Background: an optimization exercise with open tools, aiming at small area and a short achievable clock period. Do not read the settings as production practice. RTL that was checked went through simulation tests only; none was proved equivalent to the original. For runs 1 to 4, 8 and 9, only the layout was checked, not whether the RTL still works. Power figures rest on the tool's default switching activity, not on a simulated workload.

==> design.v <==
module ahb_bus_matrix
(
  input HBUSREQx0,
  input HBUSREQx1,
  input HBUSREQx2,
  input HBUSREQx3,
  input HLOCKx0,
  input HLOCKx1,
  input HLOCKx2,
  input HLOCKx3,
  input [1:0] HTRANSx0,
  input [1:0] HTRANSx1,
  input [1:0] HTRANSx2,
  input [1:0] HTRANSx3,
  input [31:0] HADDRx0,
  input [31:0] HADDRx1,
  input [31:0] HADDRx2,
  input [31:0] HADDRx3,
  input HWRITEx0,
  input HWRITEx1,
  input HWRITEx2,
  input HWRITEx3,
  input [2:0] HSIZEx0,
  input [2:0] HSIZEx1,
  input [2:0] HSIZEx2,
  input [2:0] HSIZEx3,
  input [2:0] HBURSTx0,
  input [2:0] HBURSTx1,
  input [2:0] HBURSTx2,
  input [2:0] HBURSTx3,
  input [31:0] HWDATAx0,
  input [31:0] HWDATAx1,
  input [31:0] HWDATAx2,
  input [31:0] HWDATAx3,
  input HREADYx0,
  input HREADYx1,
  input HREADYx2,
  input HREADYx3,
  input HREADYx4,
  input HREADYx5,
  input HREADYx6,
  input [1:0] HRESPx0,
  input [1:0] HRESPx1,
  input [1:0] HRESPx2,
  input [1:0] HRESPx3,
  input [1:0] HRESPx4,
  input [1:0] HRESPx5,
  input [1:0] HRESPx6,
  input [31:0] HRDATAx0,
  input [31:0] HRDATAx1,
  input [31:0] HRDATAx2,
  input [31:0] HRDATAx3,
  input [31:0] HRDATAx4,
  input [31:0] HRDATAx5,
  input [31:0] HRDATAx6, 
  input [3:0] HSPLITx0,
  input [3:0] HSPLITx1,
  input [3:0] HSPLITx2,
  input [3:0] HSPLITx3,
  input [3:0] HSPLITx4,
  input [3:0] HSPLITx5,
  input [3:0] HSPLITx6,
  output HGRANTx0,
  output HGRANTx1,
  output HGRANTx2,
  output HGRANTx3,
  output HSELx0,
  output HSELx1,
  output HSELx2,
  output HSELx3,
  output HSELx4,
  output HSELx5,
  output HSELx6,
  input HRESETn,
  input HCLK,
  output [1:0] HTRANS,
  output [31:0] HADDR,
  output HWRITE,
  output [2:0] HSIZE,
  output [2:0] HBURST,
  output [31:0] HWDATA,
  output HREADY,
  output [1:0] HRESP,
  output [31:0] HRDATA,
  output [3:0] HMASTER,
  output HMASTLOCK
);
reg [1:0] grant_x;     
reg [3:0] hm_x;        
reg [3:0] hmd_oh;      
reg       fixlen;      
reg       split_q;     
reg       retry_q;     
reg [5:0] count;       
reg [3:0] mask_n;      
wire [1:0] grant    = grant_x ^ 2'b01;
wire [3:0] hm_oh    = hm_x ^ 4'b0010;
wire [3:0] req_mask = ~mask_n;
wire a0 = hm_oh[0];
wire a1 = hm_oh[1];
wire a2 = hm_oh[2];
wire a3 = hm_oh[3];
assign HADDR  = ({32{a0}} & HADDRx0)  | ({32{a1}} & HADDRx1)  |
                ({32{a2}} & HADDRx2)  | ({32{a3}} & HADDRx3);
assign HWRITE = (a0 & HWRITEx0) | (a1 & HWRITEx1) |
                (a2 & HWRITEx2) | (a3 & HWRITEx3);
assign HTRANS = ({2{a0}} & HTRANSx0) | ({2{a1}} & HTRANSx1) |
                ({2{a2}} & HTRANSx2) | ({2{a3}} & HTRANSx3);
assign HSIZE  = ({3{a0}} & HSIZEx0)  | ({3{a1}} & HSIZEx1)  |
                ({3{a2}} & HSIZEx2)  | ({3{a3}} & HSIZEx3);
assign HBURST = ({3{a0}} & HBURSTx0) | ({3{a1}} & HBURSTx1) |
                ({3{a2}} & HBURSTx2) | ({3{a3}} & HBURSTx3);
wire [1:0] hm = {a2 | a3, a1 | a3};
wire d0 = hmd_oh[0];
wire d1 = hmd_oh[1];
wire d2 = hmd_oh[2];
wire d3 = hmd_oh[3];
assign HWDATA = ({32{d0}} & HWDATAx0) | ({32{d1}} & HWDATAx1) |
                ({32{d2}} & HWDATAx2) | ({32{d3}} & HWDATAx3);
function [6:0] dec;
  input [3:0] a;
  begin
    dec[0] = a[3] | (a[2:0] == 3'd0) | (a[2:0] == 3'd7);
    dec[1] = (a == 4'h1);
    dec[2] = (a == 4'h2);
    dec[3] = (a == 4'h3);
    dec[4] = (a == 4'h4);
    dec[5] = (a == 4'h5);
    dec[6] = (a == 4'h6);
  end
endfunction
wire [6:0] dm0 = dec(HADDRx0[31:28]);
wire [6:0] dm1 = dec(HADDRx1[31:28]);
wire [6:0] dm2 = dec(HADDRx2[31:28]);
wire [6:0] dm3 = dec(HADDRx3[31:28]);
wire [6:0] hsel = ({7{a0}} & dm0) | ({7{a1}} & dm1) |
                  ({7{a2}} & dm2) | ({7{a3}} & dm3);
assign {HSELx6, HSELx5, HSELx4, HSELx3, HSELx2, HSELx1, HSELx0} = hsel;
reg [6:0] ss_x;
wire [6:0] ss_oh = ss_x ^ 7'b0000001;
always @(posedge HCLK or negedge HRESETn) begin
  if (!HRESETn)     ss_x <= 7'd0;
  else if (HREADY)  ss_x <= hsel ^ 7'b0000001;
end
wire s0 = ss_oh[0];
wire s1 = ss_oh[1];
wire s2 = ss_oh[2];
wire s3 = ss_oh[3];
wire s4 = ss_oh[4];
wire s5 = ss_oh[5];
wire s6 = ss_oh[6];
assign HRDATA = ({32{s0}} & HRDATAx0) | ({32{s1}} & HRDATAx1) |
                ({32{s2}} & HRDATAx2) | ({32{s3}} & HRDATAx3) |
                ({32{s4}} & HRDATAx4) | ({32{s5}} & HRDATAx5) |
                ({32{s6}} & HRDATAx6);
assign HRESP  = ({2{s0}} & HRESPx0) | ({2{s1}} & HRESPx1) |
                ({2{s2}} & HRESPx2) | ({2{s3}} & HRESPx3) |
                ({2{s4}} & HRESPx4) | ({2{s5}} & HRESPx5) |
                ({2{s6}} & HRESPx6);
assign HREADY = (s0 & HREADYx0) | (s1 & HREADYx1) |
                (s2 & HREADYx2) | (s3 & HREADYx3) |
                (s4 & HREADYx4) | (s5 & HREADYx5) |
                (s6 & HREADYx6);
wire g0 = (grant == 2'd0);
wire g1 = (grant == 2'd1);
wire g2 = (grant == 2'd2);
wire g3 = (grant == 2'd3);
assign HGRANTx0 = g0;
assign HGRANTx1 = g1;
assign HGRANTx2 = g2;
assign HGRANTx3 = g3;
wire locked = (g0 & HLOCKx0) | (g1 & HLOCKx1) | (g2 & HLOCKx2) | (g3 & HLOCKx3);
assign HMASTLOCK = locked;
assign HMASTER   = {2'b00, hm};
wire busreq = (g0 & HBUSREQx0) | (g1 & HBUSREQx1) | (g2 & HBUSREQx2) | (g3 & HBUSREQx3);
wire t_idle   = (HTRANS == 2'b00);
wire t_busy   = (HTRANS == 2'b01);
wire t_nonseq = (HTRANS == 2'b10);
wire t_seq    = (HTRANS == 2'b11);
reg [5:0] next_count;
always @(*) begin
  case (HTRANS)
    2'b10: begin
      case (HBURST)
        3'b000: next_count = HREADY ? 6'h0 : 6'h1;
        3'b001:   next_count = 6'h20;
        3'b010,
        3'b011:  next_count = HREADY ? 6'h3 : 6'h4;
        3'b100,
        3'b101:  next_count = HREADY ? 6'h7 : 6'h8;
        default:        next_count = HREADY ? 6'hf : 6'h10;
      endcase
    end
    2'b01: next_count = count;
    2'b00: next_count = 6'h0;
    default:      next_count = (HREADY && !count[5]) ? count - 6'd1 : count;
  endcase
end
always @(posedge HCLK or negedge HRESETn) begin
  if (!HRESETn) count <= 6'h0;
  else          count <= next_count;
end
wire cnt_le1 = t_nonseq ? (HBURST == 3'b000) :
               (t_seq && HREADY && !count[5]) ? (count[5:2] == 4'd0 && count[1:0] != 2'd0 && count[1:0] != 2'd3) :
               (count[5:1] == 5'd0);
wire degrant = !busreq | t_idle | (fixlen & !locked & cnt_le1) | split_q | retry_q;
wire resp_split = (HRESP == 2'b11);
wire to_dummy = (locked & resp_split) |
                (g1 & resp_split & !HBUSREQx2 & !HBUSREQx3) |
                (req_mask == 4'b0);
wire [1:0] next_grant = (HBUSREQx3 & req_mask[3]) ? 2'd3 :
                        (HBUSREQx2 & req_mask[2]) ? 2'd2 : 2'd1;
always @(posedge HCLK or negedge HRESETn) begin
  if (!HRESETn)      grant_x <= 2'd0;
  else if (to_dummy) grant_x <= 2'd0 ^ 2'b01;
  else if (degrant)  grant_x <= next_grant ^ 2'b01;
end
wire [3:0] grant_oh = {g3, g2, g1, g0};
always @(posedge HCLK or negedge HRESETn) begin
  if (!HRESETn) begin
    hm_x   <= 4'd0;
    hmd_oh <= 4'b0001;
  end else if (HREADY) begin
    hm_x   <= grant_oh ^ 4'b0010;
    hmd_oh <= hm_oh;
  end
end
always @(posedge HCLK or negedge HRESETn) begin
  if (!HRESETn) begin
    fixlen  <= 1'b0;
    split_q <= 1'b0;
    retry_q <= 1'b0;
  end else begin
    fixlen  <= (HBURST != 3'b001);
    split_q <= resp_split;
    retry_q <= (HRESP == 2'b10);
  end
end
wire [3:0] hsplit = HSPLITx0 | HSPLITx1 | HSPLITx2 | HSPLITx3 |
                    HSPLITx4 | HSPLITx5 | HSPLITx6;
always @(posedge HCLK or negedge HRESETn) begin
  if (!HRESETn) mask_n <= 4'b0000;
  else          mask_n <= ~((req_mask | hsplit) & ~({4{split_q}} & hm_oh));
end
endmodule
==> flow/run.sh <==
#!/bin/bash
# Standard ORFS layout, with:
# - the port buffers made from the smallest buffer cell,
# - I/O pins on met3 (left/right) and met2 or met4 (top/bottom),
# - the pins of each multiplexed output bit kept together.
set -euo pipefail
export BUFFER_PORTS_ARGS="-buffer_cell sky130_fd_sc_hd__buf_1"
export IO_PLACER_H="met3"
export IO_PLACER_V="met2 met4"
export PLACE_PINS_ARGS="$(cat flow/pin_groups.txt)"
bash standard.sh > flow_make.log 2>&1
==> flow/pin_groups.txt <==
-group_pins {HRDATAx0[0] HRDATAx1[0] HRDATAx2[0] HRDATAx3[0] HRDATAx4[0] HRDATAx5[0] HRDATAx6[0] HRDATA[0]} -group_pins {HADDRx0[0] HADDRx1[0] HADDRx2[0] HADDRx3[0] HADDR[0]} -group_pins {HWDATAx0[0] HWDATAx1[0] HWDATAx2[0] HWDATAx3[0] HWDATA[0]} -group_pins {HRDATAx0[1] HRDATAx1[1] HRDATAx2[1] HRDATAx3[1] HRDATAx4[1] HRDATAx5[1] HRDATAx6[1] HRDATA[1]} -group_pins {HADDRx0[1] HADDRx1[1] HADDRx2[1] HADDRx3[1] HADDR[1]} -group_pins {HWDATAx0[1] HWDATAx1[1] HWDATAx2[1] HWDATAx3[1] HWDATA[1]} -group_pins {HRDATAx0[2] HRDATAx1[2] HRDATAx2[2] HRDATAx3[2] HRDATAx4[2] HRDATAx5[2] HRDATAx6[2] HRDATA[2]} -group_pins {HADDRx0[2] HADDRx1[2] HADDRx2[2] HADDRx3[2] HADDR[2]} -group_pins {HWDATAx0[2] HWDATAx1[2] HWDATAx2[2] HWDATAx3[2] HWDATA[2]} -group_pins {HRDATAx0[3] HRDATAx1[3] HRDATAx2[3] HRDATAx3[3] HRDATAx4[3] HRDATAx5[3] HRDATAx6[3] HRDATA[3]} -group_pins {HADDRx0[3] HADDRx1[3] HADDRx2[3] HADDRx3[3] HADDR[3]} -group_pins {HWDATAx0[3] HWDATAx1[3] HWDATAx2[3] HWDATAx3[3] HWDATA[3]} -group_pins {HRDATAx0[4] HRDATAx1[4] HRDATAx2[4] HRDATAx3[4] HRDATAx4[4] HRDATAx5[4] HRDATAx6[4] HRDATA[4]} -group_pins {HADDRx0[4] HADDRx1[4] HADDRx2[4] HADDRx3[4] HADDR[4]} -group_pins {HWDATAx0[4] HWDATAx1[4] HWDATAx2[4] HWDATAx3[4] HWDATA[4]} -group_pins {HRDATAx0[5] HRDATAx1[5] HRDATAx2[5] HRDATAx3[5] HRDATAx4[5] HRDATAx5[5] HRDATAx6[5] HRDATA[5]} -group_pins {HADDRx0[5] HADDRx1[5] HADDRx2[5] HADDRx3[5] HADDR[5]} -group_pins {HWDATAx0[5] HWDATAx1[5] HWDATAx2[5] HWDATAx3[5] HWDATA[5]} -group_pins {HRDATAx0[6] HRDATAx1[6] HRDATAx2[6] HRDATAx3[6] HRDATAx4[6] HRDATAx5[6] HRDATAx6[6] HRDATA[6]} -group_pins {HADDRx0[6] HADDRx1[6] HADDRx2[6] HADDRx3[6] HADDR[6]} -group_pins {HWDATAx0[6] HWDATAx1[6] HWDATAx2[6] HWDATAx3[6] HWDATA[6]} -group_pins {HRDATAx0[7] HRDATAx1[7] HRDATAx2[7] HRDATAx3[7] HRDATAx4[7] HRDATAx5[7] HRDATAx6[7] HRDATA[7]} -group_pins {HADDRx0[7] HADDRx1[7] HADDRx2[7] HADDRx3[7] HADDR[7]} -group_pins {HWDATAx0[7] HWDATAx1[7] HWDATAx2[7] HWDATAx3[7] HWDATA[7]} -group_pins {HRDATAx0[8] HRDATAx1[8] HRDATAx2[8] HRDATAx3[8] HRDATAx4[8] HRDATAx5[8] HRDATAx6[8] HRDATA[8]} -group_pins {HADDRx0[8] HADDRx1[8] HADDRx2[8] HADDRx3[8] HADDR[8]} -group_pins {HWDATAx0[8] HWDATAx1[8] HWDATAx2[8] HWDATAx3[8] HWDATA[8]} -group_pins {HRDATAx0[9] HRDATAx1[9] HRDATAx2[9] HRDATAx3[9] HRDATAx4[9] HRDATAx5[9] HRDATAx6[9] HRDATA[9]} -group_pins {HADDRx0[9] HADDRx1[9] HADDRx2[9] HADDRx3[9] HADDR[9]} -group_pins {HWDATAx0[9] HWDATAx1[9] HWDATAx2[9] HWDATAx3[9] HWDATA[9]} -group_pins {HRDATAx0[10] HRDATAx1[10] HRDATAx2[10] HRDATAx3[10] HRDATAx4[10] HRDATAx5[10] HRDATAx6[10] HRDATA[10]} -group_pins {HADDRx0[10] HADDRx1[10] HADDRx2[10] HADDRx3[10] HADDR[10]} -group_pins {HWDATAx0[10] HWDATAx1[10] HWDATAx2[10] HWDATAx3[10] HWDATA[10]} -group_pins {HRDATAx0[11] HRDATAx1[11] HRDATAx2[11] HRDATAx3[11] HRDATAx4[11] HRDATAx5[11] HRDATAx6[11] HRDATA[11]} -group_pins {HADDRx0[11] HADDRx1[11] HADDRx2[11] HADDRx3[11] HADDR[11]} -group_pins {HWDATAx0[11] HWDATAx1[11] HWDATAx2[11] HWDATAx3[11] HWDATA[11]} -group_pins {HRDATAx0[12] HRDATAx1[12] HRDATAx2[12] HRDATAx3[12] HRDATAx4[12] HRDATAx5[12] HRDATAx6[12] HRDATA[12]} -group_pins {HADDRx0[12] HADDRx1[12] HADDRx2[12] HADDRx3[12] HADDR[12]} -group_pins {HWDATAx0[12] HWDATAx1[12] HWDATAx2[12] HWDATAx3[12] HWDATA[12]} -group_pins {HRDATAx0[13] HRDATAx1[13] HRDATAx2[13] HRDATAx3[13] HRDATAx4[13] HRDATAx5[13] HRDATAx6[13] HRDATA[13]} -group_pins {HADDRx0[13] HADDRx1[13] HADDRx2[13] HADDRx3[13] HADDR[13]} -group_pins {HWDATAx0[13] HWDATAx1[13] HWDATAx2[13] HWDATAx3[13] HWDATA[13]} -group_pins {HRDATAx0[14] HRDATAx1[14] HRDATAx2[14] HRDATAx3[14] HRDATAx4[14] HRDATAx5[14] HRDATAx6[14] HRDATA[14]} -group_pins {HADDRx0[14] HADDRx1[14] HADDRx2[14] HADDRx3[14] HADDR[14]} -group_pins {HWDATAx0[14] HWDATAx1[14] HWDATAx2[14] HWDATAx3[14] HWDATA[14]} -group_pins {HRDATAx0[15] HRDATAx1[15] HRDATAx2[15] HRDATAx3[15] HRDATAx4[15] HRDATAx5[15] HRDATAx6[15] HRDATA[15]} -group_pins {HADDRx0[15] HADDRx1[15] HADDRx2[15] HADDRx3[15] HADDR[15]} -group_pins {HWDATAx0[15] HWDATAx1[15] HWDATAx2[15] HWDATAx3[15] HWDATA[15]} -group_pins {HRDATAx0[16] HRDATAx1[16] HRDATAx2[16] HRDATAx3[16] HRDATAx4[16] HRDATAx5[16] HRDATAx6[16] HRDATA[16]} -group_pins {HADDRx0[16] HADDRx1[16] HADDRx2[16] HADDRx3[16] HADDR[16]} -group_pins {HWDATAx0[16] HWDATAx1[16] HWDATAx2[16] HWDATAx3[16] HWDATA[16]} -group_pins {HRDATAx0[17] HRDATAx1[17] HRDATAx2[17] HRDATAx3[17] HRDATAx4[17] HRDATAx5[17] HRDATAx6[17] HRDATA[17]} -group_pins {HADDRx0[17] HADDRx1[17] HADDRx2[17] HADDRx3[17] HADDR[17]} -group_pins {HWDATAx0[17] HWDATAx1[17] HWDATAx2[17] HWDATAx3[17] HWDATA[17]} -group_pins {HRDATAx0[18] HRDATAx1[18] HRDATAx2[18] HRDATAx3[18] HRDATAx4[18] HRDATAx5[18] HRDATAx6[18] HRDATA[18]} -group_pins {HADDRx0[18] HADDRx1[18] HADDRx2[18] HADDRx3[18] HADDR[18]} -group_pins {HWDATAx0[18] HWDATAx1[18] HWDATAx2[18] HWDATAx3[18] HWDATA[18]} -group_pins {HRDATAx0[19] HRDATAx1[19] HRDATAx2[19] HRDATAx3[19] HRDATAx4[19] HRDATAx5[19] HRDATAx6[19] HRDATA[19]} -group_pins {HADDRx0[19] HADDRx1[19] HADDRx2[19] HADDRx3[19] HADDR[19]} -group_pins {HWDATAx0[19] HWDATAx1[19] HWDATAx2[19] HWDATAx3[19] HWDATA[19]} -group_pins {HRDATAx0[20] HRDATAx1[20] HRDATAx2[20] HRDATAx3[20] HRDATAx4[20] HRDATAx5[20] HRDATAx6[20] HRDATA[20]} -group_pins {HADDRx0[20] HADDRx1[20] HADDRx2[20] HADDRx3[20] HADDR[20]} -group_pins {HWDATAx0[20] HWDATAx1[20] HWDATAx2[20] HWDATAx3[20] HWDATA[20]} -group_pins {HRDATAx0[21] HRDATAx1[21] HRDATAx2[21] HRDATAx3[21] HRDATAx4[21] HRDATAx5[21] HRDATAx6[21] HRDATA[21]} -group_pins {HADDRx0[21] HADDRx1[21] HADDRx2[21] HADDRx3[21] HADDR[21]} -group_pins {HWDATAx0[21] HWDATAx1[21] HWDATAx2[21] HWDATAx3[21] HWDATA[21]} -group_pins {HRDATAx0[22] HRDATAx1[22] HRDATAx2[22] HRDATAx3[22] HRDATAx4[22] HRDATAx5[22] HRDATAx6[22] HRDATA[22]} -group_pins {HADDRx0[22] HADDRx1[22] HADDRx2[22] HADDRx3[22] HADDR[22]} -group_pins {HWDATAx0[22] HWDATAx1[22] HWDATAx2[22] HWDATAx3[22] HWDATA[22]} -group_pins {HRDATAx0[23] HRDATAx1[23] HRDATAx2[23] HRDATAx3[23] HRDATAx4[23] HRDATAx5[23] HRDATAx6[23] HRDATA[23]} -group_pins {HADDRx0[23] HADDRx1[23] HADDRx2[23] HADDRx3[23] HADDR[23]} -group_pins {HWDATAx0[23] HWDATAx1[23] HWDATAx2[23] HWDATAx3[23] HWDATA[23]} -group_pins {HRDATAx0[24] HRDATAx1[24] HRDATAx2[24] HRDATAx3[24] HRDATAx4[24] HRDATAx5[24] HRDATAx6[24] HRDATA[24]} -group_pins {HADDRx0[24] HADDRx1[24] HADDRx2[24] HADDRx3[24] HADDR[24]} -group_pins {HWDATAx0[24] HWDATAx1[24] HWDATAx2[24] HWDATAx3[24] HWDATA[24]} -group_pins {HRDATAx0[25] HRDATAx1[25] HRDATAx2[25] HRDATAx3[25] HRDATAx4[25] HRDATAx5[25] HRDATAx6[25] HRDATA[25]} -group_pins {HADDRx0[25] HADDRx1[25] HADDRx2[25] HADDRx3[25] HADDR[25]} -group_pins {HWDATAx0[25] HWDATAx1[25] HWDATAx2[25] HWDATAx3[25] HWDATA[25]} -group_pins {HRDATAx0[26] HRDATAx1[26] HRDATAx2[26] HRDATAx3[26] HRDATAx4[26] HRDATAx5[26] HRDATAx6[26] HRDATA[26]} -group_pins {HADDRx0[26] HADDRx1[26] HADDRx2[26] HADDRx3[26] HADDR[26]} -group_pins {HWDATAx0[26] HWDATAx1[26] HWDATAx2[26] HWDATAx3[26] HWDATA[26]} -group_pins {HRDATAx0[27] HRDATAx1[27] HRDATAx2[27] HRDATAx3[27] HRDATAx4[27] HRDATAx5[27] HRDATAx6[27] HRDATA[27]} -group_pins {HADDRx0[27] HADDRx1[27] HADDRx2[27] HADDRx3[27] HADDR[27]} -group_pins {HWDATAx0[27] HWDATAx1[27] HWDATAx2[27] HWDATAx3[27] HWDATA[27]} -group_pins {HRDATAx0[28] HRDATAx1[28] HRDATAx2[28] HRDATAx3[28] HRDATAx4[28] HRDATAx5[28] HRDATAx6[28] HRDATA[28]} -group_pins {HADDRx0[28] HADDRx1[28] HADDRx2[28] HADDRx3[28] HADDR[28]} -group_pins {HWDATAx0[28] HWDATAx1[28] HWDATAx2[28] HWDATAx3[28] HWDATA[28]} -group_pins {HRDATAx0[29] HRDATAx1[29] HRDATAx2[29] HRDATAx3[29] HRDATAx4[29] HRDATAx5[29] HRDATAx6[29] HRDATA[29]} -group_pins {HADDRx0[29] HADDRx1[29] HADDRx2[29] HADDRx3[29] HADDR[29]} -group_pins {HWDATAx0[29] HWDATAx1[29] HWDATAx2[29] HWDATAx3[29] HWDATA[29]} -group_pins {HRDATAx0[30] HRDATAx1[30] HRDATAx2[30] HRDATAx3[30] HRDATAx4[30] HRDATAx5[30] HRDATAx6[30] HRDATA[30]} -group_pins {HADDRx0[30] HADDRx1[30] HADDRx2[30] HADDRx3[30] HADDR[30]} -group_pins {HWDATAx0[30] HWDATAx1[30] HWDATAx2[30] HWDATAx3[30] HWDATA[30]} -group_pins {HRDATAx0[31] HRDATAx1[31] HRDATAx2[31] HRDATAx3[31] HRDATAx4[31] HRDATAx5[31] HRDATAx6[31] HRDATA[31]} -group_pins {HADDRx0[31] HADDRx1[31] HADDRx2[31] HADDRx3[31] HADDR[31]} -group_pins {HWDATAx0[31] HWDATAx1[31] HWDATAx2[31] HWDATAx3[31] HWDATA[31]} -group_pins {HRESPx0[0] HRESPx1[0] HRESPx2[0] HRESPx3[0] HRESPx4[0] HRESPx5[0] HRESPx6[0] HRESP[0]} -group_pins {HTRANSx0[0] HTRANSx1[0] HTRANSx2[0] HTRANSx3[0] HTRANS[0]} -group_pins {HRESPx0[1] HRESPx1[1] HRESPx2[1] HRESPx3[1] HRESPx4[1] HRESPx5[1] HRESPx6[1] HRESP[1]} -group_pins {HTRANSx0[1] HTRANSx1[1] HTRANSx2[1] HTRANSx3[1] HTRANS[1]} -group_pins {HREADYx0 HREADYx1 HREADYx2 HREADYx3 HREADYx4 HREADYx5 HREADYx6 HREADY} -group_pins {HWRITEx0 HWRITEx1 HWRITEx2 HWRITEx3 HWRITE} -group_pins {HSIZEx0[0] HSIZEx1[0] HSIZEx2[0] HSIZEx3[0] HSIZE[0]} -group_pins {HBURSTx0[0] HBURSTx1[0] HBURSTx2[0] HBURSTx3[0] HBURST[0]} -group_pins {HSIZEx0[1] HSIZEx1[1] HSIZEx2[1] HSIZEx3[1] HSIZE[1]} -group_pins {HBURSTx0[1] HBURSTx1[1] HBURSTx2[1] HBURSTx3[1] HBURST[1]} -group_pins {HSIZEx0[2] HSIZEx1[2] HSIZEx2[2] HSIZEx3[2] HSIZE[2]} -group_pins {HBURSTx0[2] HBURSTx1[2] HBURSTx2[2] HBURSTx3[2] HBURST[2]}
==> standard.sh <==
#!/bin/bash
# synth_recipe.tcl (not shown) runs the flow's synth.tcl, then flattens the netlist and writes it again
# the make line also repeats each setting of config.mk as NAME=value (left out here)
make -C /OpenROAD-flow-scripts/flow DESIGN_CONFIG=/design/flow/config.mk WORK_HOME=/design/flow/orfs CLKGATE_MAP_FILE= SYNTH_SCRIPT=/design/flow/synth_recipe.tcl "${@:-finish}"
==> config.mk <==
export PLATFORM = sky130hd
export DESIGN_NAME = ahb_bus_matrix
export DESIGN_NICKNAME = ahb_bus_matrix
export VERILOG_FILES = /design/flow/design.v
export SDC_FILE = /design/flow/constraint.sdc
export NUM_CORES = 4
export LEC_CHECK = 0
export CAP_MARGIN = 20
export CORE_AREA = 4 4 156 156
export DIE_AREA = 0 0 160 160
export SETUP_SLACK_MARGIN = 1.4
export SLEW_MARGIN = 20
==> constraint.sdc <==
create_clock -name core_clock -period 4.0 [get_ports {HCLK}]
set_input_delay 0.8000 -clock core_clock [delete_from_list [all_inputs] [get_ports {HCLK}]]
set_output_delay 0.8000 -clock core_clock [all_outputs]
set_load 0.01 [all_outputs]
==> results of run 1 <==
cells by family after synthesis:
logic type	Yosys count	share of synthesized area
AO/OA/AOI/OAI	293	0.5246
XOR/XNOR	4	0.007577
adder cells (fa/ha/maj)	2	0.005410
buffers and inverters	79	0.07684
flip-flops	30	0.1626
multiplexers	11	0.03220
other	1	0.0008109
AND/OR/NAND/NOR	175	0.1899
synth_stat cells, types with 3 or more instances:
cell type / count
a21oi_1: 5
a221o_1: 38
a222oi_1: 35
a22o_1: 43
a22oi_1: 135
and3_1: 6
buf_1: 3
buf_2: 5
buf_4: 4
buf_6: 5
clkbuf_1: 53
dfrtp_1: 29
inv_1: 8
mux2_2: 7
nand2_1: 58
nand2b_1: 11
nand3_1: 34
nand3b_1: 3
nor2_1: 22
nor2b_1: 8
nor3_1: 10
nor4_1: 5
nor4b_1: 5
o211ai_1: 3
o21a_1: 3
o21ai_0: 8
o22ai_1: 3
o31ai_1: 4
==> reports/results.txt, run 1 <==
Synth Flop Type -> dfrtp_1
post-synth cell types -> 60
Post-Syn Area -> 0.004624 mm²
Die Y -> 160 µm
leading area contributor after synthesis -> a22oi_1
Area contributors post-synth -> a22oi_1 (22%), dfrtp_1 (16%), a221o_1 (8.2%)
Warnings, synthesis -> 1
die width -> 160 µm
number of synthesized flops with an enable pin -> 0
stage reached -> I/O pin placement
Synth top area share -> 0.2192
#FFs+latches synth -> 30
status -> stopped before the end
Syn Area/Cell -> 7.772 µm²
Initial Util -> 0.2036
Post-synth ARST share -> 1.000
Cell Rows -> 55
post-synthesis cell count -> 595
Stop Error -> [ERROR PPL-0086] Pin group of size 8 was not assigned.
register area share after synthesis -> 0.1626
==> inputs of run 2 (changes only) <==
--- a/config.mk
+++ b/config.mk
@@ -6,7 +6,7 @@
 export NUM_CORES = 4
 export LEC_CHECK = 0
 export CAP_MARGIN = 20
-export CORE_AREA = 4 4 156 156
-export DIE_AREA = 0 0 160 160
+export CORE_AREA = 4 4 161 161
+export DIE_AREA = 0 0 165 165
 export SETUP_SLACK_MARGIN = 1.4
 export SLEW_MARGIN = 20
==> run 2 against run 1 <==
  * The flow again stops in I/O pin placement
  * Synthesized area stayed put
  * Synthesized cell count stayed put
==> reports/results.txt, run 2 <==
leading area contributor after synthesis -> a22oi_1
status -> stopped before the end
Syn Area/Cell -> 7.772 µm²
Cell Rows -> 57
Post-synth top cells -> a22oi_1 (135), nand2_1 (58), clkbuf_1 (53)
stage reached -> I/O pin placement
post-synth cell types -> 60
Warnings, synthesis -> 1
Stop Error -> [ERROR PPL-0086] Pin group of size 8 was not assigned.
#FFs+latches synth -> 30
Post-synth ARST share -> 1.000
number of synthesized flops with an enable pin -> 0
register area share after synthesis -> 0.1626
most common cell in the netlist -> a22oi_1
post-synthesis cell count -> 595
Post-Syn Area -> 0.004624 mm²
die width -> 165 µm
Area contributors post-synth -> a22oi_1 (22%), dfrtp_1 (16%), a221o_1 (8.2%)
Initial Util -> 0.1902
Die Y -> 165 µm
Synth top area share -> 0.2192
Synth Flop Type -> dfrtp_1
-- run 2: cell counts after synthesis --
Identical to the previous run, type by type.
-- run 2: logic make-up after synthesis --
logic type	after synthesis	synth area share
compound gates	293	0.5246
xor+xnor	4	0.007577
fa+ha+maj	2	0.005410
buf+inv	79	0.07684
flops	30	0.1626
mux	11	0.03220
other cells	1	0.0008109
simple gates	175	0.1899
==> inputs of run 3 (changes only) <==
--- a/flow/run.sh
+++ b/flow/run.sh
@@ -7,5 +7,5 @@
 export BUFFER_PORTS_ARGS="-buffer_cell sky130_fd_sc_hd__buf_1"
 export IO_PLACER_H="met3"
 export IO_PLACER_V="met2 met4"
-export PLACE_PINS_ARGS="$(cat flow/pin_groups.txt)"
+export PLACE_PINS_ARGS="-corner_avoidance 0 $(cat flow/pin_groups.txt)"
 bash standard.sh > flow_make.log 2>&1
--- a/config.mk
+++ b/config.mk
@@ -6,7 +6,7 @@
 export NUM_CORES = 4
 export LEC_CHECK = 0
 export CAP_MARGIN = 20
-export CORE_AREA = 4 4 161 161
-export DIE_AREA = 0 0 165 165
+export CORE_AREA = 4 4 156 156
+export DIE_AREA = 0 0 160 160
 export SETUP_SLACK_MARGIN = 1.4
 export SLEW_MARGIN = 20
==> run 3 against run 2 <==
  * Synthesized cell count did not move
  * The flow again stops in I/O pin placement
  * Synthesized area did not move
==> reports/results.txt, run 3 <==
leading area contributor after synthesis -> a22oi_1
largest family of logic cells by synthesized area -> compound AO/OA/AOI/OAI gates
Post-synth ARST share -> 1.000
Area contributors post-synth -> a22oi_1 (22%), dfrtp_1 (16%), a221o_1 (8.2%)
#FFs+latches synth -> 30
Cell Rows -> 55
post-synthesis cell count -> 595
mux share of post-synthesis cell area -> 0.03220
Warnings, synthesis -> 1
simple logic cell fraction of the synthesized area -> 0.1899
Syn Area/Cell -> 7.772 µm²
XOR/XNOR Fraction of Synth Area -> 0.007576
die width -> 160 µm
Post-Syn Area -> 0.004624 mm²
stage reached -> I/O pin placement
post-synth cell types -> 60
Initial Util -> 0.2036
Post-Synth Adder-Cell Area -> 0.005411
Synth Flop Type -> dfrtp_1
most common cell in the netlist -> a22oi_1
status -> stopped before the end
Synth top area share -> 0.2192
Stop Error -> [ERROR PPL-0086] Pin group of size 8 was not assigned.
register area share after synthesis -> 0.1626
Post-synth top cells -> a22oi_1 (135), nand2_1 (58), clkbuf_1 (53)
Compound-Gate Fraction of Synth Area -> 0.5246
number of synthesized flops with an enable pin -> 0
Die Y -> 160 µm
run 3: cell counts after synthesis:
Identical to the previous run, type by type.
run 3: kinds of logic after synthesis:
| group | after synthesis |
|---|---|
| fa+ha+maj | 2 |
| simple gates | 175 |
| compound gates | 293 |
| other cells | 1 |
| buf+inv | 79 |
| flops | 30 |
| xor+xnor | 4 |
| mux | 11 |
==> inputs of run 4 (changes only) <==
--- a/design.v
+++ b/design.v
@@ -94,7 +94,7 @@
 reg [5:0] count;       
 reg [3:0] mask_n;      
 wire [1:0] grant    = grant_x ^ 2'b01;
-wire [3:0] hm_oh    = hm_x ^ 4'b0010;
+wire [3:0] hm_oh    = hm_x;
 wire [3:0] req_mask = ~mask_n;
 wire a0 = hm_oh[0];
 wire a1 = hm_oh[1];
@@ -137,10 +137,10 @@
                   ({7{a2}} & dm2) | ({7{a3}} & dm3);
 assign {HSELx6, HSELx5, HSELx4, HSELx3, HSELx2, HSELx1, HSELx0} = hsel;
 reg [6:0] ss_x;
-wire [6:0] ss_oh = ss_x ^ 7'b0000001;
-always @(posedge HCLK or negedge HRESETn) begin
-  if (!HRESETn)     ss_x <= 7'd0;
-  else if (HREADY)  ss_x <= hsel ^ 7'b0000001;
+wire [6:0] ss_oh = ss_x;
+always @(posedge HCLK or negedge HRESETn) begin
+  if (!HRESETn)     ss_x <= 7'b0000001;
+  else if (HREADY)  ss_x <= hsel;
 end
 wire s0 = ss_oh[0];
 wire s1 = ss_oh[1];
@@ -218,10 +218,10 @@
 wire [3:0] grant_oh = {g3, g2, g1, g0};
 always @(posedge HCLK or negedge HRESETn) begin
   if (!HRESETn) begin
-    hm_x   <= 4'd0;
+    hm_x   <= 4'b0010;
     hmd_oh <= 4'b0001;
   end else if (HREADY) begin
-    hm_x   <= grant_oh ^ 4'b0010;
+    hm_x   <= grant_oh;
     hmd_oh <= hm_oh;
   end
 end
--- a/flow/run.sh
+++ b/flow/run.sh
@@ -7,5 +7,5 @@
 export BUFFER_PORTS_ARGS="-buffer_cell sky130_fd_sc_hd__buf_1"
 export IO_PLACER_H="met3"
 export IO_PLACER_V="met2 met4"
-export PLACE_PINS_ARGS="-corner_avoidance 0 $(cat flow/pin_groups.txt)"
+export PLACE_PINS_ARGS="$(cat flow/pin_groups.txt)"
 bash standard.sh > flow_make.log 2>&1
==> run 4 against run 3 <==
  * Now clean on timing, DRC and antenna
  * Synthesized area fell by 0.38%
  * Synthesized cell count rose by 8.4%
==> reports/results.txt, run 4 <==
status -> finished clean
final setup skew -> 3.499 ps
fin util -> 0.3457
Hold Vio Cnt, Final -> 0
crit path capture type -> primary output
dpl cells -> 1,570
#FFs+latches synth -> 30
Crit. Startpoint -> HADDRx1[29]
register area share after synthesis -> 0.1638
fin cells -> 1,592
maxcap violations -> 0
most flop-heavy register -> ss_x
setup violators final -> 0
final WL -> 28.99 mm
Syn Area/Cell -> 7.143 µm²
Die Y -> 160 µm
simple logic cell fraction of the synthesized area -> 0.2262
RSZ-0062 raised after global routing -> yes
number of synthesized flops with an enable pin -> 0
XOR/XNOR Fraction of Synth Area -> 0.001901
worst endpoint data arrival time -> 1810 ps
DP HPWL -> 22.97 mm
fill count -> 2,516
DRT iter0 DRCs -> 869
largest family of logic cells by synthesized area -> compound AO/OA/AOI/OAI gates
max reg flops -> 7
Core ar. -> 0.02271 mm²
Worst-path clk slew -> 50 ps
Longest Clk Path Bufs -> 2
Slew @ Worst Pin -> 1072 ps
Hold Crit Class -> reg2reg
post-synth cell types -> 52
Power Density -> 118.7 mW/mm²
Synth-to-Final Area Change -> 70.42%
Hold Path Depth -> 1
die width -> 160 µm
clock latency at the later pin of the worst-skew pair -> 270 ps
buffers added on ports -> 696
worst min-delay path startpoint -> count[4]
r2r startpoint -> hm_x[1]
Warnings, synthesis -> 1
mux share of post-synthesis cell area -> 0.02988
Slew headroom -> 0.2785
layout cells sized above 1 -> 0.07039
fin crit period -> 2613 ps
Setup TNS -> 0 ps
peak supply drop -> 0.0001245 V
die area -> 0.02560 mm²
residual DRC count -> 0
CTS root buf -> clkbuf_16
Area contributors post-synth -> a22oi_1 (36%), dfrtp_1 (15%), nand2_1 (8.9%)
Final Wtd Congestion -> 0.9198
Final period util -> 0.6533
CP max FO -> 6
CTS buffer count -> 5
wire length per cell -> 18.21 µm
Ant. Diodes -> 0
r2r endpoint -> grant_x[0]
Post-synth ARST share -> 1.000
setup slack, reg-to-reg -> 1540 ps
critical path class -> in2out
htree depth -> 2
Post-Synth Adder-Cell Area -> 0.005432
Worst Setup Start Kind -> input pin
clock sinks -> 30
Compound-Gate Fraction of Synth Area -> 0.5030
max frequency -> 382.6 MHz
path depth of the worst reg2reg path -> 7
TritonRoute pass-1 iters -> 9
Synth Flop Type -> dfrtp_1
most frequent cells in the layout -> buf_1 (680), a22oi_1 (213), nand2_1 (109)
io pins -> 699
most common cell after layout, fill and taps aside -> buf_1
CP endpoint -> HSELx0
Hold-fix buffers, CTS -> 0
Post-synth top cells -> a22oi_1 (220), nand2_1 (109), clkbuf_1 (60)
Tot Pwr -> 931.8 µW
Cell Rows -> 55
Post-Syn Area -> 0.004607 mm²
fin nets -> 1,883
pin count of the biggest net entering global routing -> 42
overall routing resource usage -> 0.1997
TritonCTS clock tree -> built
Critical Path RT -> 3200 ps
post-synthesis cell count -> 645
Final ANT Viol Nets -> 0
Initial Util -> 0.2029
LEAKAGE -> 2.941 nW
vias in the first global route -> 8,665
grt ovf -> 0
most common cell in the netlist -> a22oi_1
antenna violations before repair -> 2
Final Max Slew Viols -> 0
Via Count -> 8,547
biggest regs -> ss_x x7, count x6
vias per cell -> 5.369
Synth top area share -> 0.3585
leading area contributor after synthesis -> a22oi_1
first-pass GRT wire length -> 42.48 mm
## run 4: changes by cell type after synthesis, moves of 7 or more
cell and delta:
a21oi_1 +10, nand2_1 +51, clkbuf_1 +7, a22oi_1 +85, a22o_1 -38, nor3_1 -9
nand2b_1 -9, a221o_1 -38
## run 4: area by class of cell
class | instances | area (µm²) | share of cell area
clock buffers | 7 | 142.6 | 0.01817
clock inverters | 1 | 5.005 | 0.0006375
inverters | 9 | 33.78 | 0.004303
multi-input cells | 537 | 3625 | 0.4617
flip-flops and latches | 30 | 769.5 | 0.09801
well taps | 285 | 356.6 | 0.04542
repair buffers | 723 | 2919 | 0.3718
## run 4: logic make-up after synthesis
logic type	count (synthesis)
AOI/OAI and AO/OA	300
and+or+nand+nor	222
buffers and inverters	79
DFF	30
muxes	10
adders and majority gates	2
other	1
xor gates and xnor gates	1
## run 4: metrics by stage
stage	area (µm²)	setup WS, ps	hold slack, ps
2_1_floorplan	4613	1413	504.4
3_3_place_gp	7398	1074	539.0
3_5_place_dp	7398	1011	545.2
4_1_cts	7754	1368	556.4
5_1_grt	7851	1276	589.0
6_report	7851	1387	561.2
## run 4: how the worst min path moves through the flow
stage | endpoint
detailed placement | count[4]
finish | count[4]
floorplan | count[0]
global placement | count[4]
global route | count[4]
CTS | count[4]
## run 4: repair_timing
item,in CTS,in global routing
gates cloned,1,0
hold endpoints to repair,0,0
setup endpoints to repair,45,14
gates resized for setup,39,18
setup buffers,9,4
pin swaps,1,3
## run 4: power breakdown
part / switching [mW] / internal (mW)
Combinational: 0.115 / 0.142
Clock: 0.122 / 0.246
Sequential: 0.00206 / 0.305
Total: 0.239 / 0.693
## run 4: layer usage
metal,GRT usage,up-vias,wire length [µm]
li1,-,3939,-
met1,0.2206,3787,10330
met2,0.3663,594,14700
met3,0.02839,227,2032
met4,0.1103,0,1924
met5,0,-,0
## run 4: worst max-delay path: stages
cell	delay (ps)
buf_2	130
nor2_1	180
nor2_1	70
a21oi_1	150
o21ai_0	100
nand4_1	100
buf_4	140
buf_2	150
==> inputs of run 5 (changes only) <==
--- a/design.v
+++ b/design.v
@@ -87,14 +87,14 @@
 );
 reg [1:0] grant_x;     
 reg [3:0] hm_x;        
-reg [3:0] hmd_oh;      
+reg [1:0] hmd;         
 reg       fixlen;      
 reg       split_q;     
 reg       retry_q;     
 reg [5:0] count;       
 reg [3:0] mask_n;      
 wire [1:0] grant    = grant_x ^ 2'b01;
-wire [3:0] hm_oh    = hm_x;
+wire [3:0] hm_oh    = hm_x ^ 4'b0010;
 wire [3:0] req_mask = ~mask_n;
 wire a0 = hm_oh[0];
 wire a1 = hm_oh[1];
@@ -111,10 +111,10 @@
 assign HBURST = ({3{a0}} & HBURSTx0) | ({3{a1}} & HBURSTx1) |
                 ({3{a2}} & HBURSTx2) | ({3{a3}} & HBURSTx3);
 wire [1:0] hm = {a2 | a3, a1 | a3};
-wire d0 = hmd_oh[0];
-wire d1 = hmd_oh[1];
-wire d2 = hmd_oh[2];
-wire d3 = hmd_oh[3];
+wire d0 = (hmd == 2'd0);
+wire d1 = (hmd == 2'd1);
+wire d2 = (hmd == 2'd2);
+wire d3 = (hmd == 2'd3);
 assign HWDATA = ({32{d0}} & HWDATAx0) | ({32{d1}} & HWDATAx1) |
                 ({32{d2}} & HWDATAx2) | ({32{d3}} & HWDATAx3);
 function [6:0] dec;
@@ -137,10 +137,10 @@
                   ({7{a2}} & dm2) | ({7{a3}} & dm3);
 assign {HSELx6, HSELx5, HSELx4, HSELx3, HSELx2, HSELx1, HSELx0} = hsel;
 reg [6:0] ss_x;
-wire [6:0] ss_oh = ss_x;
-always @(posedge HCLK or negedge HRESETn) begin
-  if (!HRESETn)     ss_x <= 7'b0000001;
-  else if (HREADY)  ss_x <= hsel;
+wire [6:0] ss_oh = ss_x ^ 7'b0000001;
+always @(posedge HCLK or negedge HRESETn) begin
+  if (!HRESETn)     ss_x <= 7'd0;
+  else if (HREADY)  ss_x <= hsel ^ 7'b0000001;
 end
 wire s0 = ss_oh[0];
 wire s1 = ss_oh[1];
@@ -218,11 +218,11 @@
 wire [3:0] grant_oh = {g3, g2, g1, g0};
 always @(posedge HCLK or negedge HRESETn) begin
   if (!HRESETn) begin
-    hm_x   <= 4'b0010;
-    hmd_oh <= 4'b0001;
+    hm_x <= 4'd0;
+    hmd  <= 2'd0;
   end else if (HREADY) begin
-    hm_x   <= grant_oh;
-    hmd_oh <= hm_oh;
+    hm_x <= grant_oh ^ 4'b0010;
+    hmd  <= hm;
   end
 end
 always @(posedge HCLK or negedge HRESETn) begin
--- a/flow/run.sh
+++ b/flow/run.sh
@@ -1,5 +1,6 @@
 #!/bin/bash
 # Standard ORFS layout, with:
+# - the combinational logic remapped for area after floorplanning,
 # - the port buffers made from the smallest buffer cell,
 # - I/O pins on met3 (left/right) and met2 or met4 (top/bottom),
 # - the pins of each multiplexed output bit kept together.
@@ -8,4 +9,5 @@
 export IO_PLACER_H="met3"
 export IO_PLACER_V="met2 met4"
 export PLACE_PINS_ARGS="$(cat flow/pin_groups.txt)"
+export POST_FLOORPLAN_TCL="$PWD/flow/restructure.tcl"
 bash standard.sh > flow_make.log 2>&1
==> flow/restructure.tcl (new file) <==
# Remap the combinational logic between the registers for area with ABC
# (OpenROAD's restructure); registers and ports are left as synthesis made them.
set rmp_dir $::env(OBJECTS_DIR)/rmp
file mkdir $rmp_dir
set lib_file [lindex $::env(LIB_FILES) 0]
restructure -target area -liberty_file $lib_file \
  -tielo_port [join $::env(TIELO_CELL_AND_PORT) /] \
  -tiehi_port [join $::env(TIEHI_CELL_AND_PORT) /] \
  -work_dir $rmp_dir -abc_logfile $rmp_dir/abc.log
report_design_area
==> run 5 against run 4 <==
  * Synthesized area increased by 1.0%
  * Synthesized cell count decreased by 20%
  * The flow now stops in I/O pin placement
==> reports/results.txt, run 5 <==
Post-synth top cells -> a22oi_1 (72), a22o_1 (44), clkbuf_1 (42)
#FFs+latches synth -> 28
leading area contributor after synthesis -> mux4_2
Post-synth ARST share -> 1.000
most common cell in the netlist -> a22oi_1
number of synthesized flops with an enable pin -> 0
Stop Error -> [ERROR PPL-0086] Pin group of size 8 was not assigned.
Area contributors post-synth -> mux4_2 (16%), dfrtp_1 (15%), a22oi_1 (12%)
Warnings, synthesis -> 1
stage reached -> I/O pin placement
status -> stopped before the end
post-synth cell types -> 61
Cell Rows -> 55
post-synthesis cell count -> 517
register area share after synthesis -> 0.1506
Post-Syn Area -> 0.004653 mm²
Synth top area share -> 0.1597
Initial Util -> 0.2049
Syn Area/Cell -> 9.000 µm²
Synth Flop Type -> dfrtp_1
die width -> 160 µm
Die Y -> 160 µm
## run 5: cell count changes after synthesis, sizes merged, moves of 18 or more
cell	change
a22oi	-148
mux4	+32
clkbuf	-18
a221o	+40
a22o	+39
nand2	-93
## run 5: kinds of logic after synthesis
kind of cell,count (synthesis),synth area share
adders and majority gates,2,0.005377
and+or+nand+nor,145,0.1724
other,1,0.0008059
DFF,28,0.1506
muxes,43,0.1874
xor gates and xnor gates,5,0.009413
AOI/OAI and AO/OA,224,0.4154
buffers and inverters,69,0.05862
==> inputs of run 6 (changes only) <==
==> flow/run.sh (replaced) <==
#!/bin/bash
# Standard ORFS layout, with:
# - the port buffers made from the smallest buffer cell,
# - I/O pins on met3 (left/right) and met2 or met4 (top/bottom),
# - the pins of each multiplexed output bit kept together,
# - synthesis as standard except for the ABC script (flow/synth.tcl).
set -euo pipefail
export BUFFER_PORTS_ARGS="-buffer_cell sky130_fd_sc_hd__buf_1"
export IO_PLACER_H="met3"
export IO_PLACER_V="met2 met4"
export PLACE_PINS_ARGS="$(cat flow/pin_groups.txt)"
bash standard.sh "SYNTH_SCRIPT=$PWD/flow/synth.tcl" finish > flow_make.log 2>&1
==> flow/synth.tcl (new file) <==
# The standard synthesis (synth_recipe.tcl), except that ABC maps the logic with
# Yosys's own ABC script instead of ORFS's speed script. Registers are mapped
# before ABC runs, so they are the standard synthesis's.
proc synth {args} { yosys synth -nofsm -noshare {*}$args }
proc abc {args} {
  set out {}
  set skip 0
  foreach a $args {
    if {$skip} { set skip 0; continue }
    if {$a eq "-script"} { set skip 1; continue }
    lappend out $a
  }
  yosys abc {*}$out
}
source $::env(SCRIPTS_DIR)/synth.tcl
# left out here: clear keep_hierarchy, flatten, clean up, hide names made inside functions, write 1_2_yosys.v
removed: flow/restructure.tcl
==> run 6 against run 5 <==
  * The run again fails in I/O pin placement
  * Synthesized cell count rose by 25%
  * Synthesized area shrank 4.8%
==> reports/results.txt, run 6 <==
register area share after synthesis -> 0.1581
Post-Syn Area -> 0.004430 mm²
most common cell in the netlist -> nand2_1
die width -> 160 µm
Synth top area share -> 0.2847
post-synthesis cell count -> 648
Syn Area/Cell -> 6.837 µm²
#FFs+latches synth -> 28
post-synth cell types -> 45
Synth Flop Type -> dfrtp_1
Cell Rows -> 55
Warnings, synthesis -> 1
leading area contributor after synthesis -> a222oi_1
Initial Util -> 0.1951
status -> stopped before the end
stage reached -> I/O pin placement
Die Y -> 160 µm
Post-synth ARST share -> 1.000
Area contributors post-synth -> a222oi_1 (28%), nand2_1 (16%), dfrtp_1 (16%)
Post-synth top cells -> nand2_1 (191), a222oi_1 (126), clkbuf_1 (51)
Stop Error -> [ERROR PPL-0086] Pin group of size 8 was not assigned.
number of synthesized flops with an enable pin -> 0
-- run 6: cell count changes after synthesis, moves of 32 or more --
cell,change
mux4_2,-32
a22oi_1,-34
a222oi_1,+92
a221o_1,-40
a22o_1,-38
nand2_1,+175
-- run 6: cells by family after synthesis --
kind of cell / synth area share
AND/OR/NAND/NOR: 0.3287
AO/OA/AOI/OAI: 0.4197
buffers and inverters: 0.07681
flip-flops: 0.1581
multiplexers: 0.01017
adder cells (fa/ha/maj): 0.005647
other: 0.0008464
==> inputs of run 7 (changes only) <==
--- a/flow/run.sh
+++ b/flow/run.sh
@@ -8,5 +8,5 @@
 export BUFFER_PORTS_ARGS="-buffer_cell sky130_fd_sc_hd__buf_1"
 export IO_PLACER_H="met3"
 export IO_PLACER_V="met2 met4"
-export PLACE_PINS_ARGS="$(cat flow/pin_groups.txt)"
+
 bash standard.sh "SYNTH_SCRIPT=$PWD/flow/synth.tcl" finish > flow_make.log 2>&1
==> run 7 against run 6 <==
  * The run now finishes clean
  * Synthesized area unchanged
  * Synthesized cell count unchanged
==> reports/results.txt, run 7 <==
status -> finished clean
Area contributors post-synth -> a222oi_1 (28%), nand2_1 (16%), dfrtp_1 (16%)
CP endpoint -> HRDATA[2]
clock latency at the later pin of the worst-skew pair -> 270 ps
Initial Util -> 0.1951
Via Count -> 9,482
Stages on worst setup path -> 4
Slew headroom -> 0.2318
post-synthesis cell count -> 648
buffers added on ports -> 696
Crit. Startpoint -> HRDATAx2[2]
worst-path cell chain -> clkbuf_2, a222oi_1, nand3_1, buf_6
crit path capture type -> primary output
register area share after synthesis -> 0.1581
most frequent cells in the layout -> buf_1 (671), nand2_1 (191), a222oi_1 (126)
number of synthesized flops with an enable pin -> 0
vias in the first global route -> 9,189
final WL -> 48.62 mm
leading area contributor after synthesis -> a222oi_1
Final period util -> 0.6625
CTS root buf -> clkbuf_16
r2r endpoint -> grant_x[1]
fin crit period -> 2650 ps
Worst Setup Start Kind -> input pin
Slowest Stage Delay on Critical Path -> 480 ps
Hold Crit Class -> in2async
Post-Syn Area -> 0.004430 mm²
Critical Path RT -> 3200 ps
Synth Flop Type -> dfrtp_1
io pins -> 699
Final Wtd Congestion -> 1.026
fin util -> 0.3626
grt ovf -> 0
Hold-fix buffers, CTS -> 0
DRT iter0 DRCs -> 1,520
most common cell after layout, fill and taps aside -> buf_1
die area -> 0.02560 mm²
Crit path max-delay family -> compound AO/OA/AOI/OAI gates
Warnings, synthesis -> 1
die width -> 160 µm
Cell Rows -> 55
worst path bufs/invs -> 2
Crit-path slowest cell -> a222oi_1
Slew @ Worst Pin -> 1142 ps
Post-synth top cells -> nand2_1 (191), a222oi_1 (126), clkbuf_1 (51)
Synth-to-Final Area Change -> 85.88%
htree depth -> 1
pre-CTS setup slack -> 1156 ps
Tot Pwr -> 6.063 mW
LEAKAGE -> 3.012 nW
CTS buffer count -> 3
peak supply drop -> 0.0003477 V
fin worst setup slack -> 1350 ps
Post-synth ARST share -> 1.000
Area after DPL -> 0.007264 mm²
pin count of the biggest net entering global routing -> 34
path depth of the worst reg2reg path -> 9
max reg flops -> 7
worst endpoint data arrival time -> 1850 ps
Core ar. -> 0.02271 mm²
Longest Clk Path Bufs -> 2
#FFs+latches synth -> 28
setup slack, reg-to-reg -> 1470 ps
Die Y -> 160 µm
CP max FO -> 1
setup violators final -> 0
maxcap violations -> 0
r2r startpoint -> ss_x[1]
TritonCTS clock tree -> built
antenna violations before repair -> 22
Final Cell Area -> 0.008235 mm²
most common cell in the netlist -> nand2_1
DP HPWL -> 40.22 mm
Syn Area/Cell -> 6.837 µm²
vias per cell -> 5.722
first-pass GRT wire length -> 65.52 mm
critical path class -> in2out
Worst-path clk slew -> 80 ps
biggest regs -> ss_x x7, count x6
most flop-heavy register -> ss_x
Power Density -> 736.2 mW/mm²
max frequency -> 377.4 MHz
Setup TNS -> 0 ps
wire length per cell -> 29.34 µm
Final Max Slew Viols -> 0
residual DRC count -> 0
layout cells sized above 1 -> 0.09882
post-synth cell types -> 45
RSZ-0062 raised after global routing -> yes
fin nets -> 1,934
TritonRoute pass-1 iters -> 9
Final ANT Viol Nets -> 0
fill count -> 2,621
clock sinks -> 28
Synth top area share -> 0.2847
overall routing resource usage -> 0.3469
final setup skew -> 3.227 ps
Hold Vio Cnt, Final -> 0
run 7: through the flow:
stage	instances	hold WS (ps)
floorplan	649	488.8
global placement	1582	555.0
detailed placement	1582	557.8
CTS	1623	546.7
global route	1656	565.3
finish	1657	525.2
run 7: worst min-delay path by stage:
stage	depth (start not counted)	endpoint	start	slack (ps)
floorplan	2	ss_x[0]	ss_x[0]	490
CTS	2	mask_n[0]	HRESETn	550
detailed placement	1	count[5]	count[5]	560
global route	2	mask_n[2]	HRESETn	570
finish	2	mask_n[3]	HRESETn	530
global placement	1	count[5]	count[5]	560
run 7: worst register-to-register path, delay by kind of cell (launching register included):
kind,cells,cell delay [ps]
mux,1,350
flops,1,440
simple gates,2,350
compound gates,3,800
buf+inv,3,490
run 7: layout make-up:
type | count | area [µm²] | area share
Antenna cell | 16 | 40.04 | 0.004862
Timing Repair Buffer | 766 | 3477 | 0.4222
Clock buffer | 4 | 88.84 | 0.01079
Multi-Input combinational cell | 545 | 3481 | 0.4227
Sequential cell | 28 | 718.2 | 0.08721
Timing Repair inverter | 2 | 16.27 | 0.001975
Inverter | 11 | 57.56 | 0.006989
Tap cell | 285 | 356.6 | 0.04330
run 7: cells by family after synthesis:
| group | count (synthesis) | share of synthesized area |
|---|---|---|
| AOI/OAI and AO/OA | 208 | 0.4197 |
| adders and majority gates | 2 | 0.005647 |
| and+or+nand+nor | 328 | 0.3287 |
| other | 1 | 0.0008464 |
| buffers and inverters | 78 | 0.07681 |
| muxes | 3 | 0.01017 |
| DFF | 28 | 0.1581 |
run 7: power breakdown:
group	switching, mW	internal (mW)	leakage (nW)	total, mW
sequential	0.201	0.428	0.334	0.630
combinational	3.10	2.08	2.63	5.17
clock	0.109	0.154	0.0443	0.262
total	3.41	2.66	3.01	6.06
run 7: what timing repair did:
action / in CTS / in global routing
gates resized for setup: 64 / 47
setup endpoints to repair: 103 / 60
setup buffers: 30 / 17
pin swaps: 15 / 25
hold endpoints to repair: 0 / 0
cloned: 7 / 1
run 7: metal layers:
layer  wire length, µm  vias to the layer above  track usage
met1             16690                     4359       0.3857
li1                  -                     4060            -
met4              2969                        4       0.1674
met2             24500                      821       0.6314
met5                26                        -            0
met3              4440                      238      0.06761
==> inputs of run 8 (changes only) <==
--- a/design.v
+++ b/design.v
@@ -117,24 +117,15 @@
 wire d3 = (hmd == 2'd3);
 assign HWDATA = ({32{d0}} & HWDATAx0) | ({32{d1}} & HWDATAx1) |
                 ({32{d2}} & HWDATAx2) | ({32{d3}} & HWDATAx3);
-function [6:0] dec;
-  input [3:0] a;
-  begin
-    dec[0] = a[3] | (a[2:0] == 3'd0) | (a[2:0] == 3'd7);
-    dec[1] = (a == 4'h1);
-    dec[2] = (a == 4'h2);
-    dec[3] = (a == 4'h3);
-    dec[4] = (a == 4'h4);
-    dec[5] = (a == 4'h5);
-    dec[6] = (a == 4'h6);
-  end
-endfunction
-wire [6:0] dm0 = dec(HADDRx0[31:28]);
-wire [6:0] dm1 = dec(HADDRx1[31:28]);
-wire [6:0] dm2 = dec(HADDRx2[31:28]);
-wire [6:0] dm3 = dec(HADDRx3[31:28]);
-wire [6:0] hsel = ({7{a0}} & dm0) | ({7{a1}} & dm1) |
-                  ({7{a2}} & dm2) | ({7{a3}} & dm3);
+wire [3:0] ah = HADDR[31:28];
+wire [6:0] hsel;
+assign hsel[0] = ah[3] | (ah[2:0] == 3'd0) | (ah[2:0] == 3'd7);
+assign hsel[1] = (ah == 4'h1);
+assign hsel[2] = (ah == 4'h2);
+assign hsel[3] = (ah == 4'h3);
+assign hsel[4] = (ah == 4'h4);
+assign hsel[5] = (ah == 4'h5);
+assign hsel[6] = (ah == 4'h6);
 assign {HSELx6, HSELx5, HSELx4, HSELx3, HSELx2, HSELx1, HSELx0} = hsel;
 reg [6:0] ss_x;
 wire [6:0] ss_oh = ss_x ^ 7'b0000001;
--- a/flow/run.sh
+++ b/flow/run.sh
@@ -8,5 +8,5 @@
 export BUFFER_PORTS_ARGS="-buffer_cell sky130_fd_sc_hd__buf_1"
 export IO_PLACER_H="met3"
 export IO_PLACER_V="met2 met4"
-
+export PLACE_PINS_ARGS="$(cat flow/pin_groups.txt)"
 bash standard.sh "SYNTH_SCRIPT=$PWD/flow/synth.tcl" finish > flow_make.log 2>&1
==> run 8 against run 7 <==
  * The flow now stops in I/O pin placement
  * Synthesized area is 7.3% lower
  * Synthesized cell count decreased by 8.2%
==> reports/results.txt, run 8 <==
status -> stopped before the end
Post-synth ARST share -> 1.000
stage reached -> I/O pin placement
Compound-Gate Fraction of Synth Area -> 0.4352
die width -> 160 µm
Post-Syn Area -> 0.004105 mm²
Area contributors post-synth -> a222oi_1 (31%), dfrtp_1 (17%), nand2_1 (16%)
number of synthesized flops with an enable pin -> 0
simple logic cell fraction of the synthesized area -> 0.2929
Synth top area share -> 0.3097
Warnings, synthesis -> 1
largest family of logic cells by synthesized area -> compound AO/OA/AOI/OAI gates
Cell Rows -> 55
leading area contributor after synthesis -> a222oi_1
Initial Util -> 0.1808
mux share of post-synthesis cell area -> 0.01707
Synth Flop Type -> dfrtp_1
#FFs+latches synth -> 28
Stop Error -> [ERROR PPL-0086] Pin group of size 8 was not assigned.
register area share after synthesis -> 0.1707
post-synthesis cell count -> 595
post-synth cell types -> 42
Post-synth top cells -> nand2_1 (178), a222oi_1 (127), clkbuf_1 (52)
XOR/XNOR Fraction of Synth Area -> 0
Post-Synth Adder-Cell Area -> 0.006096
Syn Area/Cell -> 6.899 µm²
most common cell in the netlist -> nand2_1
Die Y -> 160 µm
[run 8: changes by cell type after synthesis, sizes merged, moves of 4 or more]
cell / before / now
o311ai: 4 / 0
a31oi: 9 / 1
nand4: 6 / 1
a22oi: 38 / 31
inv: 10 / 14
nand2: 191 / 178
nor2: 34 / 30
nor2b: 13 / 9
nand2b: 11 / 5
nand3b: 4 / 0
buf: 16 / 11
nand3: 41 / 36
[run 8: kinds of logic after synthesis]
kind of cell / count (synthesis)
buf+inv: 78
other cells: 1
compound gates: 198
simple gates: 282
fa+ha+maj: 2
mux: 6
flops: 28
==> inputs of run 9 (changes only) <==
--- a/flow/run.sh
+++ b/flow/run.sh
@@ -8,5 +8,5 @@
 export BUFFER_PORTS_ARGS="-buffer_cell sky130_fd_sc_hd__buf_1"
 export IO_PLACER_H="met3"
 export IO_PLACER_V="met2 met4"
-export PLACE_PINS_ARGS="$(cat flow/pin_groups.txt)"
+
 bash standard.sh "SYNTH_SCRIPT=$PWD/flow/synth.tcl" finish > flow_make.log 2>&1
==> run 9 against run 8 <==
  * The run now finishes clean
  * Synthesized cell count stayed put
  * Synthesized area stayed put
==> reports/results.txt, run 9 <==
dpl cells -> 1,532
setup violators final -> 0
TritonRoute pass-1 iters -> 10
Initial Util -> 0.1808
critical path class -> in2out
most common cell after layout, fill and taps aside -> buf_1
fin util -> 0.3516
Synth top area share -> 0.3097
Worst-path clk slew -> 70 ps
vias per cell -> 5.476
Slowest Stage Delay on Critical Path -> 580 ps
final setup skew -> 1.803 ps
TritonCTS clock tree -> built
overall routing resource usage -> 0.3070
worst path bufs/invs -> 3
leading area contributor after synthesis -> a222oi_1
fin cells -> 1,598
post-synthesis cell count -> 595
Slew @ Worst Pin -> 817.0 ps
status -> finished clean
most frequent cells in the layout -> buf_1 (669), nand2_1 (174), a222oi_1 (127)
Post-synth ARST share -> 1.000
Cell Rows -> 55
Tot Pwr -> 6.171 mW
Synth Flop Type -> dfrtp_1
die width -> 160 µm
wire length per cell -> 27.45 µm
Critical Path RT -> 3200 ps
most flop-heavy register -> ss_x
#FFs+latches synth -> 28
Hold Vio Cnt, Final -> 0
max frequency -> 308.8 MHz
residual DRC count -> 0
Power Density -> 772.8 mW/mm²
Worst Setup Start Kind -> input pin
Core ar. -> 0.02271 mm²
Synth-to-Final Area Change -> 94.51%
Final Wtd Congestion -> 1.032
Setup TNS -> 0 ps
Hold Crit Class -> reg2reg
worst endpoint data arrival time -> 2440 ps
maxcap violations -> 0
first-pass GRT wire length -> 58.53 mm
Via Count -> 8,751
DP HPWL -> 35.75 mm
Crit-path slowest cell -> a222oi_1
buffers added on ports -> 696
layout cells sized above 1 -> 0.1129
grt ovf -> 0
Hold-fix buffers, CTS -> 0
fin crit period -> 3238 ps
Final Max Slew Viols -> 0
worst-path cell chain -> buf_1, a222oi_1, o21ai_1, or2_4, inv_4, and3_4, buf_6
fin nets -> 1,880
pin count of the biggest net entering global routing -> 42
crit path capture type -> primary output
LEAKAGE -> 2.941 nW
DRT iter0 DRCs -> 1,402
CTS root buf -> clkbuf_16
clock latency at the later pin of the worst-skew pair -> 270 ps
CP max FO -> 3
CTS buffer count -> 3
vias in the first global route -> 8,574
clock sinks -> 28
Post-Syn Area -> 0.004105 mm²
antenna violations before repair -> 11
Final ANT Viol Nets -> 0
max reg flops -> 7
number of synthesized flops with an enable pin -> 0
most common cell in the netlist -> nand2_1
Area contributors post-synth -> a222oi_1 (31%), dfrtp_1 (17%), nand2_1 (16%)
Final period util -> 0.8096
Syn Area/Cell -> 6.899 µm²
Die Y -> 160 µm
peak supply drop -> 0.0003056 V
Crit path max-delay family -> compound AO/OA/AOI/OAI gates
register area share after synthesis -> 0.1707
Warnings, synthesis -> 1
die area -> 0.02560 mm²
Slew headroom -> 0.4554
final WL -> 43.87 mm
post-synth cell types -> 42
io pins -> 699
Longest Clk Path Bufs -> 2
Post-synth top cells -> nand2_1 (178), a222oi_1 (127), clkbuf_1 (52)
biggest regs -> ss_x x7, count x6
htree depth -> 1
RSZ-0062 raised after global routing -> yes
run 9: cell counts after synthesis:
Identical to the previous run, type by type.
run 9: worst register-to-register path: cells and delay by family, from the launching register on:
family	cells	cell delay, ps
buf+inv	2	490
mux	1	350
flops	1	470
compound gates	5	1180
run 9: cell families after synthesis:
logic type               synth area share
buffers and inverters             0.07711
other                           0.0009135
AND/OR/NAND/NOR                    0.2929
adder cells (fa/ha/maj)          0.006095
flip-flops                         0.1707
AO/OA/AOI/OAI                      0.4352
multiplexers                      0.01707
run 9: per-stage QoR:
stage | instance area [µm²] | setup WS, ps | hold slack (ps)
global route | 7983 | 785.9 | 624.7
floorplan | 4135 | 1384 | 470.1
global placement | 7000 | 620.6 | 486.0
CTS | 7616 | 798.9 | 572.7
finish | 7985 | 761.6 | 590.4
detailed placement | 7000 | 633.8 | 502.8
run 9: power breakdown:
group          internal, mW  switching [mW]
clock network         0.200           0.110
registers             0.418           0.166
logic                  2.11            3.17
run 9: repair_timing:
| item | 4_1_cts | 5_1_grt |
|---|---|---|
| hold endpoints to repair | 0 | 0 |
| buffers inserted | 29 | 18 |
| setup endpoints to repair | 86 | 57 |
| cloned | 1 | 3 |
| pin swaps | 23 | 31 |
| gates resized for setup | 84 | 51 |
run 9: worst paths after layout:
check,start,endpoint,slack (ps),cells after the start
max in group asynchronous,HRESETn,ss_x[1],2810,1
worst min-delay path,grant_x[1],grant_x[1],590,2
worst max-delay path,HADDRx2[31],HSELx3,760,7
worst min register to register,grant_x[1],grant_x[1],590,2
min in group asynchronous,HRESETn,ss_x[1],600,1
worst max register to register,hm_x[2],grant_x[0],1400,8
run 9: final cells by class:
type | count | area (µm²)
multi-input cells | 490 | 3246
flip-flops and latches | 28 | 711.9
clock buffers | 3 | 75.07
inverters | 15 | 80.08
repair buffers | 763 | 3441
diodes | 11 | 27.53
well taps | 285 | 356.6
repair inverters | 2 | 17.52
fillers | 2622 | 14720
clock inverters | 1 | 30.03
run 9: per-layer routing:
metal	part of all wire	vias to the layer above	wire length (µm)	global-route usage
li1	-	3855	-	-
met1	0.37	3928	16230	0.3686
met2	0.47	734	20450	0.5006
met3	0.098	232	4315	0.08181
met4	0.065	2	2860	0.1658
met5	0.00034	-	15	0

-- afterwards: timing with drivers on the ports --
The results above use ideal ports. As a check the final layouts listed here were re-extracted and re-timed, cells and wires unchanged.
Step 1: set_driving_cell puts a clkbuf_16 on HCLK and a buf_2 on each other input, an assumption about the parent block.
Step 2 adds t to the input delays and takes it off the output delays; t is the mean of the earliest and latest rising clock arrival at the registers after step 1. Input paths then give back, and output paths get back, about the clock's delay inside the block.
Slacks: ideal ports / drivers / drivers and shift; pairs: ideal ports / drivers.
| run | t (ns) | slack for setup (ns) | hold WS [ns] | cell pins on the clock port's net |
|---|---|---|---|---|
| run 4 | 0.303 | 1.387 / 1.352 / 1.229 | 0.561 / 0.561 / 0.561 | 1 |
| run 7 | 0.309 | 1.350 / 1.304 / 1.163 | 0.525 / 0.544 / 0.578 | 1 |
| run 9 | 0.319 | 0.762 / 0.716 / 0.716 | 0.590 / 0.587 / 0.590 | 1 |
After both steps every run listed still meets setup and hold. The setup slack of run 7, which loses most, moves by -0.046 ns with the drivers and by -0.187 ns with both steps.
